This is an optimization exercise on Yosys and OpenROAD, whose aim is small area and a short achievable clock period, not a production implementation.
Where RTL was checked, it was by simulation tests only, not by an equivalence proof against the original.
No driver is modelled on the clock port, so clock power and skew are understated where the tree is cut down; a real chip needs a root buffer or a tree.
Power is estimated from default activity; no workload was simulated.

==> module fifo, before the edit <==
module fifo(input clk, rstn, re, we_reg, sel, lfd,
	input [7:0] rdata,
	output vld, vo, full, sft,
	output [7:0] dout);
	reg [134:0] mem;         
	reg [15:0]  pos;         
	reg [3:0]   wptr;        
	reg         nempty, nfull;
	reg         vld_q;       
	reg [7:0]   data_out;
	reg [5:0]   cnt;         
	reg         cnt_zero;    
	reg [4:0]   tmo;         
	reg         sft_rst;
	reg         clr;         
	reg [8:0] head;
	integer k;
	always @(*) begin
		head = 9'd0;
		for (k = 0; k < 15; k = k + 1)
			head = head | ({9{pos[k]}} & mem[9*k +: 9]);
	end
	wire kill = ~rstn | sft_rst;
	wire wr = we_reg & sel & ~nfull & ~sft_rst;
	wire rd_ok = nempty & ~clr;
	always @(posedge clk)
		if (wr) mem <= {mem[125:0], lfd, rdata};
	wire [15:0] up = {pos[14:0], pos[15]};
	wire [15:0] dn = {pos[0], pos[15:1]};
	wire [15:0] pos_nr = wr ? up : pos;
	wire        ne_nr  = wr ? ~pos[14] : nempty;
	wire        nf_nr  = wr ? pos[13] & (wptr != 4'd14) : nfull;
	wire [15:0] pos_r  = rd_ok ? (wr ? pos : dn) : pos_nr;
	wire        ne_r   = rd_ok ? (wr | ~pos[0]) : ne_nr;
	wire        nf_r   = rd_ok ? (wr & pos[14] & (wptr != 4'd14)) : nf_nr;
	always @(posedge clk) begin
		if (kill) begin
			pos <= 16'h8000;
			wptr <= 4'd0;
			nempty <= 1'b0;
			vld_q <= 1'b0;
			nfull <= 1'b0;
		end else begin
			if (wr)
				wptr <= wptr + 4'd1;
			pos <= re ? pos_r : pos_nr;
			nempty <= re ? ne_r : ne_nr;
			vld_q <= re ? (rd_ok ? (wr | ~pos[0]) : (wr ? ~pos[14] : vld_q))
			            : (wr ? ~pos[14] : vld_q);
			nfull <= re ? nf_r : nf_nr;
		end
	end
	always @(posedge clk) begin
		if (kill | clr)
			data_out <= 8'd0;
		else if (re & nempty)
			data_out <= head[7:0];
	end
	always @(posedge clk)
		clr <= ~kill & ~clr & re & nempty & ~head[8] & (cnt_zero | (cnt == 6'd0)) & (|head[7:0]);
	wire [5:0] cnt_h = head[8] ? head[7:2] : (cnt_zero ? cnt : cnt - 6'd1);
	wire       cz_h  = head[8] ? 1'b0 : (cnt_zero | (cnt == 6'd0));
	always @(posedge clk) begin
		if (kill) begin
			cnt <= 6'd0;
			cnt_zero <= 1'b1;
		end else if (re & nempty) begin
			cnt <= cnt_h;
			cnt_zero <= cz_h;
		end
	end
	wire tmo_end = (tmo == 5'd8);
	always @(posedge clk) begin
		if (~rstn | ~nempty | re | tmo_end)
			tmo <= 5'd1;
		else
			tmo <= {tmo[3:0], tmo[4] ^ tmo[2]};
		sft_rst <= rstn & nempty & ~re & tmo_end;
	end
	assign vld = nempty;
	assign vo = vld_q;
	assign full = nfull;
	assign sft = sft_rst;
	assign dout = data_out;
endmodule
export LEC_CHECK = 0
export CAP_MARGIN = 0
export CORE_MARGIN = 2
export CORE_UTILIZATION = 60
export SETUP_SLACK_MARGIN = 3.1
export SLEW_MARGIN = 0
create_clock -name core_clock -period 5.0 [get_ports {clk}]
standard.sh (not shown) runs the stock make flow with config.mk's settings and CLKGATE_MAP_FILE= SYNTH_SCRIPT=/design/flow/synth_recipe.tcl, a recipe that flattens the netlist after the stock synthesis.
==> flow/flow/run.sh <==
#!/bin/bash
# The standard layout, except that the clock tree is built by flow/manual_cts.tcl:
# the clock port drives four root buffers, each driving the leaf buffers of
# about 28 flip-flops apiece. Each tool's output goes to its own log here.
set -euo pipefail
export PRE_CTS_TCL="$PWD/flow/pre_cts.tcl"
export MCTS_PER=28
export MCTS_ROOTS=4
bash standard.sh > standard.log 2>&1
Other scripts of this flow, unchanged in this note and not shown: flow/flow/manual_cts.tcl, flow/flow/pre_cts.tcl
==> next run, changes <==
--- a/flow/design.v
+++ b/flow/design.v
@@ -4,5 +4,5 @@
 	output [7:0] dout);
 	reg [134:0] mem;         
-	reg [15:0]  pos;         
+	reg [3:0]   plo, phi;    
 	reg [3:0]   wptr;        
 	reg         nempty, nfull;
@@ -14,4 +14,9 @@
 	reg         sft_rst;
 	reg         clr;         
+	wire [15:0] pos;         
+	genvar gi;
+	generate for (gi = 0; gi < 16; gi = gi + 1) begin : dec
+		assign pos[gi] = plo[gi % 4] & phi[gi / 4];
+	end endgenerate
 	reg [8:0] head;
 	integer k;
@@ -26,15 +31,20 @@
 	always @(posedge clk)
 		if (wr) mem <= {mem[125:0], lfd, rdata};
-	wire [15:0] up = {pos[14:0], pos[15]};
-	wire [15:0] dn = {pos[0], pos[15:1]};
-	wire [15:0] pos_nr = wr ? up : pos;
+	wire [3:0] lo_up = {plo[2:0], plo[3]};
+	wire [3:0] lo_dn = {plo[0], plo[3:1]};
+	wire [3:0] hi_up = plo[3] ? {phi[2:0], phi[3]} : phi;
+	wire [3:0] hi_dn = plo[0] ? {phi[0], phi[3:1]} : phi;
+	wire [3:0] lo_nr = wr ? lo_up : plo;
+	wire [3:0] hi_nr = wr ? hi_up : phi;
+	wire [3:0] lo_r  = rd_ok ? (wr ? plo : lo_dn) : lo_nr;
+	wire [3:0] hi_r  = rd_ok ? (wr ? phi : hi_dn) : hi_nr;
 	wire        ne_nr  = wr ? ~pos[14] : nempty;
 	wire        nf_nr  = wr ? pos[13] & (wptr != 4'd14) : nfull;
-	wire [15:0] pos_r  = rd_ok ? (wr ? pos : dn) : pos_nr;
 	wire        ne_r   = rd_ok ? (wr | ~pos[0]) : ne_nr;
 	wire        nf_r   = rd_ok ? (wr & pos[14] & (wptr != 4'd14)) : nf_nr;
 	always @(posedge clk) begin
 		if (kill) begin
-			pos <= 16'h8000;
+			plo <= 4'b1000;
+			phi <= 4'b1000;
 			wptr <= 4'd0;
 			nempty <= 1'b0;
@@ -44,5 +54,6 @@
 			if (wr)
 				wptr <= wptr + 4'd1;
-			pos <= re ? pos_r : pos_nr;
+			plo <= re ? lo_r : lo_nr;
+			phi <= re ? hi_r : hi_nr;
 			nempty <= re ? ne_r : ne_nr;
 			vld_q <= re ? (rd_ok ? (wr | ~pos[0]) : (wr ? ~pos[14] : vld_q))
After rerunning: Cell area climbs by 3.5%. Power goes down by 0.67%. Maximum frequency is lower by 14%. Critical path depth does not change. Clock power falls by about 4%. Register-to-register slack gets worse by 320 ps. Hold slack got worse by 7.1 ps. Area after synthesis stays flat. Global-route usage is lower by 1.1 points. Sequential power decreases by about 4%. Wire length decreases by 0.62%. Core utilization rose by 2.4 points. Die area hardly moves.
For the second run of this note, only the layout was checked, not whether the RTL still works. No run of this note takes its clock network from TritonCTS; it comes from the design's own scripts or RTL.

* * *

The RTL this note starts from:
==> flow/design.v <==
module fifo(input clk, rstn, re, we_reg, sel, lfd,
	input [7:0] rdata,
	output vld, vo, full, sft,
	output [7:0] dout);
	reg [134:0] mem;         
	reg [15:0]  pos;         
	reg [3:0]   wptr;        
	reg         nempty, nfull;
	reg         vld_q;       
	reg [7:0]   data_out;
	reg [5:0]   cnt;         
	reg         cnt_zero;    
	reg [4:0]   tmo;         
	reg         sft_rst;
	reg         clr;         
	reg [8:0] head;
	integer k;
	always @(*) begin
		head = 9'd0;
		for (k = 0; k < 15; k = k + 1)
			head = head | ({9{pos[k]}} & mem[9*k +: 9]);
	end
	wire kill = ~rstn | sft_rst;
	wire wr = we_reg & sel & ~nfull & ~sft_rst;
	wire rd_ok = nempty & ~clr;
	always @(posedge clk)
		if (wr) mem <= {mem[125:0], lfd, rdata};
	wire [15:0] up = {pos[14:0], pos[15]};
	wire [15:0] dn = {pos[0], pos[15:1]};
	wire [15:0] pos_nr = wr ? up : pos;
	wire        ne_nr  = wr ? ~pos[14] : nempty;
	wire        nf_nr  = wr ? pos[13] & (wptr != 4'd14) : nfull;
	wire [15:0] pos_r  = rd_ok ? (wr ? pos : dn) : pos_nr;
	wire        ne_r   = rd_ok ? (wr | ~pos[0]) : ne_nr;
	wire        nf_r   = rd_ok ? (wr & pos[14] & (wptr != 4'd14)) : nf_nr;
	always @(posedge clk) begin
		if (kill) begin
			pos <= 16'h8000;
			wptr <= 4'd0;
			nempty <= 1'b0;
			vld_q <= 1'b0;
			nfull <= 1'b0;
		end else begin
			if (wr)
				wptr <= wptr + 4'd1;
			pos <= re ? pos_r : pos_nr;
			nempty <= re ? ne_r : ne_nr;
			vld_q <= re ? (rd_ok ? (wr | ~pos[0]) : (wr ? ~pos[14] : vld_q))
			            : (wr ? ~pos[14] : vld_q);
			nfull <= re ? nf_r : nf_nr;
		end
	end
	always @(posedge clk) begin
		if (kill | clr)
			data_out <= 8'd0;
		else if (re & nempty)
			data_out <= head[7:0];
	end
	always @(posedge clk)
		clr <= ~kill & ~clr & re & nempty & ~head[8] & (cnt_zero | (cnt == 6'd0)) & (|head[7:0]);
	wire [5:0] cnt_h = head[8] ? head[7:2] : (cnt_zero ? cnt : cnt - 6'd1);
	wire       cz_h  = head[8] ? 1'b0 : (cnt_zero | (cnt == 6'd0));
	always @(posedge clk) begin
		if (kill) begin
			cnt <= 6'd0;
			cnt_zero <= 1'b1;
		end else if (re & nempty) begin
			cnt <= cnt_h;
			cnt_zero <= cz_h;
		end
	end
	wire tmo_end = (tmo == 5'd8);
	always @(posedge clk) begin
		if (~rstn | ~nempty | re | tmo_end)
			tmo <= 5'd1;
		else
			tmo <= {tmo[3:0], tmo[4] ^ tmo[2]};
		sft_rst <= rstn & nempty & ~re & tmo_end;
	end
	assign vld = nempty;
	assign vo = vld_q;
	assign full = nfull;
	assign sft = sft_rst;
	assign dout = data_out;
endmodule
module router_top(input clk,rstn,re_0,re_1,re_2,pkt_valid,
	      input[7:0]data_in,
	      output vld_out_0,vld_out_1,vld_out_2,err,busy,
	      output[7:0]data_out_0,data_out_1,data_out_2);
reg st_da, st_lfd, st_wte, st_ld, st_ffs, st_lp, st_laf, st_cpe;
reg [1:0] addr_q;       
reg [1:0] dst;          
reg       lfd;          
reg [7:0] rdata;        
reg [7:0] fbyte;        
reg [7:0] par;          
reg       parity_done, low_pkt_valid, err_q;
wire [2:0] sft;
wire [2:0] vld;
wire [2:0] vo;
wire [2:0] full;
wire fifo_full = (dst == 2'd0) ? full[0] : (dst == 2'd1) ? full[1] : (dst == 2'd2) ? full[2] : 1'b0;
wire we_reg = st_ld | st_lp | st_laf;
wire rst_all = ~rstn | (|sft);
wire hdr_ok = pkt_valid & ~(data_in[1] & data_in[0]);
wire hdr_empty = (data_in[1:0] == 2'd0) ? ~vld[0] : (data_in[1:0] == 2'd1) ? ~vld[1] : ~vld[2];
wire wait_empty = (addr_q == 2'd0) ? ~vld[0] : (addr_q == 2'd1) ? ~vld[1] : (addr_q == 2'd2) ? ~vld[2] : 1'b0;
wire da_n  = (st_da & ~hdr_ok) | (st_laf & parity_done) | (st_cpe & ~fifo_full);
wire lfd_n = (st_da & hdr_ok & hdr_empty) | (st_wte & wait_empty);
wire wte_n = (st_da & hdr_ok & ~hdr_empty) | (st_wte & ~wait_empty);
wire ld_n  = st_lfd | (st_ld & ~fifo_full & pkt_valid) | (st_laf & ~parity_done & ~low_pkt_valid);
wire ffs_n = fifo_full & (st_ld | st_ffs | st_cpe);
wire lp_n  = (st_ld & ~fifo_full & ~pkt_valid) | (st_laf & ~parity_done & low_pkt_valid);
reg busy_q;              
always @(posedge clk) begin
	if (rst_all) begin
		st_da <= 1'b1; st_lfd <= 1'b0; st_wte <= 1'b0; st_ld <= 1'b0;
		st_ffs <= 1'b0; st_lp <= 1'b0; st_laf <= 1'b0; st_cpe <= 1'b0;
		busy_q <= 1'b0;
	end else begin
		st_da  <= da_n;
		st_lfd <= lfd_n;
		st_wte <= wte_n;
		st_ld  <= ld_n;
		st_ffs <= ffs_n;
		st_lp  <= lp_n;
		st_laf <= st_ffs & ~fifo_full;
		st_cpe <= st_lp;
		busy_q <= ~(da_n | ld_n);
	end
end
assign busy = busy_q;
always @(posedge clk) begin
	if (~rstn) begin
		addr_q <= 2'd0;
		dst <= 2'd0;
		lfd <= 1'b0;
	end else begin
		addr_q <= data_in[1:0];
		if (st_da) dst <= data_in[1:0];
		lfd <= st_lfd;
	end
end
always @(posedge clk) begin
	if (~rstn) begin
		rdata <= 8'd0;
		fbyte <= 8'd0;
		par <= 8'd0;
		parity_done <= 1'b0;
		low_pkt_valid <= 1'b0;
		err_q <= 1'b0;
	end else begin
		if (st_da | (st_ld & ~fifo_full))
			rdata <= data_in;
		else if (st_laf)
			rdata <= fbyte;
		if (fifo_full)
			fbyte <= data_in;
		if (st_da)
			par <= data_in;
		else if (st_ld)
			par <= par ^ data_in;
		if (st_da)
			parity_done <= 1'b0;
		else if ((st_laf & low_pkt_valid & ~parity_done) | (st_ld & ~fifo_full & ~pkt_valid))
			parity_done <= 1'b1;
		if (st_cpe)
			low_pkt_valid <= 1'b0;
		else if (st_ld & ~pkt_valid)
			low_pkt_valid <= 1'b1;
		if (st_cpe)
			err_q <= |par;
	end
end
assign err = err_q;
fifo q0(.clk(clk), .rstn(rstn), .re(re_0), .we_reg(we_reg), .sel(dst == 2'd0), .lfd(lfd),
	.rdata(rdata), .vld(vld[0]), .vo(vo[0]), .full(full[0]), .sft(sft[0]), .dout(data_out_0));
fifo q1(.clk(clk), .rstn(rstn), .re(re_1), .we_reg(we_reg), .sel(dst == 2'd1), .lfd(lfd),
	.rdata(rdata), .vld(vld[1]), .vo(vo[1]), .full(full[1]), .sft(sft[1]), .dout(data_out_1));
fifo q2(.clk(clk), .rstn(rstn), .re(re_2), .we_reg(we_reg), .sel(dst == 2'd2), .lfd(lfd),
	.rdata(rdata), .vld(vld[2]), .vo(vo[2]), .full(full[2]), .sft(sft[2]), .dout(data_out_2));
assign vld_out_0 = vo[0];
assign vld_out_1 = vo[1];
assign vld_out_2 = vo[2];
endmodule
clock: 5.0 ns
lec_check: 0
cap_margin: 0
core_margin: 2
core_utilization: 60
setup_slack_margin: 3.15
slew_margin: 0
Scripts as last shown in full above: flow/flow/run.sh
Other scripts of this flow, unchanged in this note and not shown: flow/flow/manual_cts.tcl, flow/flow/pre_cts.tcl
Edit:
--- a/flow/design.v
+++ b/flow/design.v
@@ -5,7 +5,7 @@
 	reg [134:0] mem;         
 	reg [15:0]  pos;         
 	reg [3:0]   wptr;        
-	reg         nempty, nfull;
+	reg         nfull;
 	reg         vld_q;       
 	reg [7:0]   data_out;
 	reg [5:0]   cnt;         
@@ -20,6 +20,7 @@
 		for (k = 0; k < 15; k = k + 1)
 			head = head | ({9{pos[k]}} & mem[9*k +: 9]);
 	end
+	wire nempty = ~pos[15];
 	wire kill = ~rstn | sft_rst;
 	wire wr = we_reg & sel & ~nfull & ~sft_rst;
 	wire rd_ok = nempty & ~clr;
@@ -28,23 +29,19 @@
 	wire [15:0] up = {pos[14:0], pos[15]};
 	wire [15:0] dn = {pos[0], pos[15:1]};
 	wire [15:0] pos_nr = wr ? up : pos;
-	wire        ne_nr  = wr ? ~pos[14] : nempty;
 	wire        nf_nr  = wr ? pos[13] & (wptr != 4'd14) : nfull;
 	wire [15:0] pos_r  = rd_ok ? (wr ? pos : dn) : pos_nr;
-	wire        ne_r   = rd_ok ? (wr | ~pos[0]) : ne_nr;
 	wire        nf_r   = rd_ok ? (wr & pos[14] & (wptr != 4'd14)) : nf_nr;
 	always @(posedge clk) begin
 		if (kill) begin
 			pos <= 16'h8000;
 			wptr <= 4'd0;
-			nempty <= 1'b0;
 			vld_q <= 1'b0;
 			nfull <= 1'b0;
 		end else begin
 			if (wr)
 				wptr <= wptr + 4'd1;
 			pos <= re ? pos_r : pos_nr;
-			nempty <= re ? ne_r : ne_nr;
 			vld_q <= re ? (rd_ok ? (wr | ~pos[0]) : (wr ? ~pos[14] : vld_q))
 			            : (wr ? ~pos[14] : vld_q);
 			nfull <= re ? nf_r : nf_nr;
@@ -58,7 +55,7 @@
 	end
 	always @(posedge clk)
 		clr <= ~kill & ~clr & re & nempty & ~head[8] & (cnt_zero | (cnt == 6'd0)) & (|head[7:0]);
-	wire [5:0] cnt_h = head[8] ? head[7:2] : (cnt_zero ? cnt : cnt - 6'd1);
+	wire [5:0] cnt_h = head[8] ? head[7:2] : cnt - 6'd1;
 	wire       cz_h  = head[8] ? 1'b0 : (cnt_zero | (cnt == 6'd0));
 	always @(posedge clk) begin
 		if (kill) begin
@@ -71,7 +68,7 @@
 	end
 	wire tmo_end = (tmo == 5'd8);
 	always @(posedge clk) begin
-		if (~rstn | ~nempty | re | tmo_end)
+		if (~nempty | re | tmo_end)
 			tmo <= 5'd1;
 		else
 			tmo <= {tmo[3:0], tmo[4] ^ tmo[2]};
@@ -89,7 +86,8 @@
 	      output[7:0]data_out_0,data_out_1,data_out_2);
 reg st_da, st_lfd, st_wte, st_ld, st_ffs, st_lp, st_laf, st_cpe;
 reg [1:0] addr_q;       
-reg [1:0] dst;          
+reg [2:0] dsel;         
+reg       we_q;         
 reg       lfd;          
 reg [7:0] rdata;        
 reg [7:0] fbyte;        
@@ -99,8 +97,8 @@
 wire [2:0] vld;
 wire [2:0] vo;
 wire [2:0] full;
-wire fifo_full = (dst == 2'd0) ? full[0] : (dst == 2'd1) ? full[1] : (dst == 2'd2) ? full[2] : 1'b0;
-wire we_reg = st_ld | st_lp | st_laf;
+wire fifo_full = |(dsel & full);
+wire we_reg = we_q;
 wire rst_all = ~rstn | (|sft);
 wire hdr_ok = pkt_valid & ~(data_in[1] & data_in[0]);
 wire hdr_empty = (data_in[1:0] == 2'd0) ? ~vld[0] : (data_in[1:0] == 2'd1) ? ~vld[1] : ~vld[2];
@@ -117,6 +115,7 @@
 		st_da <= 1'b1; st_lfd <= 1'b0; st_wte <= 1'b0; st_ld <= 1'b0;
 		st_ffs <= 1'b0; st_lp <= 1'b0; st_laf <= 1'b0; st_cpe <= 1'b0;
 		busy_q <= 1'b0;
+		we_q <= 1'b0;
 	end else begin
 		st_da  <= da_n;
 		st_lfd <= lfd_n;
@@ -127,19 +126,19 @@
 		st_laf <= st_ffs & ~fifo_full;
 		st_cpe <= st_lp;
 		busy_q <= ~(da_n | ld_n);
+		we_q <= ld_n | lp_n | (st_ffs & ~fifo_full);
 	end
 end
 assign busy = busy_q;
 always @(posedge clk) begin
-	if (~rstn) begin
-		addr_q <= 2'd0;
-		dst <= 2'd0;
-		lfd <= 1'b0;
-	end else begin
-		addr_q <= data_in[1:0];
-		if (st_da) dst <= data_in[1:0];
-		lfd <= st_lfd;
-	end
+	addr_q <= data_in[1:0];
+	lfd <= st_lfd;
+end
+always @(posedge clk) begin
+	if (~rstn)
+		dsel <= 3'b001;
+	else if (st_da)
+		dsel <= {data_in[1:0] == 2'd2, data_in[1:0] == 2'd1, data_in[1:0] == 2'd0};
 end
 always @(posedge clk) begin
 	if (~rstn) begin
@@ -173,11 +172,11 @@
 	end
 end
 assign err = err_q;
-fifo q0(.clk(clk), .rstn(rstn), .re(re_0), .we_reg(we_reg), .sel(dst == 2'd0), .lfd(lfd),
+fifo q0(.clk(clk), .rstn(rstn), .re(re_0), .we_reg(we_reg), .sel(dsel[0]), .lfd(lfd),
 	.rdata(rdata), .vld(vld[0]), .vo(vo[0]), .full(full[0]), .sft(sft[0]), .dout(data_out_0));
-fifo q1(.clk(clk), .rstn(rstn), .re(re_1), .we_reg(we_reg), .sel(dst == 2'd1), .lfd(lfd),
+fifo q1(.clk(clk), .rstn(rstn), .re(re_1), .we_reg(we_reg), .sel(dsel[1]), .lfd(lfd),
 	.rdata(rdata), .vld(vld[1]), .vo(vo[1]), .full(full[1]), .sft(sft[1]), .dout(data_out_1));
-fifo q2(.clk(clk), .rstn(rstn), .re(re_2), .we_reg(we_reg), .sel(dst == 2'd2), .lfd(lfd),
+fifo q2(.clk(clk), .rstn(rstn), .re(re_2), .we_reg(we_reg), .sel(dsel[2]), .lfd(lfd),
 	.rdata(rdata), .vld(vld[2]), .vo(vo[2]), .full(full[2]), .sft(sft[2]), .dout(data_out_2));
 assign vld_out_0 = vo[0];
 assign vld_out_1 = vo[1];
The new run produced a clean layout.
Synthesized area fell by about 1.4%.
Global-route usage fell by 0.43 points.
Via count fell by about 2.8%.
Combinational power fell by 24%.
Critical path depth fell by 2.
Sequential power barely changes.
Wire length fell by about 2.4%.
Total power fell by 1.3%.
In every run of this note, the design's own scripts or RTL, not TritonCTS, make the clock network.

==> afterwards: timing with drivers on the ports <==
The results above use ideal ports. As a check the final layouts listed here were re-extracted and re-timed, cells and wires unchanged.
Step 1, drivers: a clkbuf_16 drives clk and a buf_2 each remaining input, both assumed.
Step 2 adds t to the input delays and takes it off the output delays; t is the mean of the earliest and latest rising clock arrival at the registers after step 1. Input paths then give back, and output paths get back, about the clock's delay inside the block.
Three values: no drivers, after step 1, after step 2; two values: the first two.
run | t, ns | setup slack, ns | latest minus earliest clock arrival (ns) | worst data-port slew with drivers (ns) | cell pins on the clock port's net
the first run of note 1 | 0.459 | 3.106 / 3.012 / 2.703 | 0.061 / 0.061 | 0.07 | 4
the second run of note 1 | 0.456 | 2.797 / 2.797 / 2.653 | 0.069 / 0.068 | 0.06 | 4
the first run of note 2 | 0.469 | 3.141 / 3.027 / 2.743 | 0.047 / 0.047 | 0.06 | 4
the second run of note 2 | 0.463 | 3.140 / 3.046 / 2.809 | 0.051 / 0.051 | 0.06 | 4
After both steps setup and hold are still met in every run listed. The setup slack of the first run of note 1, which loses most, moves by -0.094 ns with the drivers and by -0.403 ns with both steps.
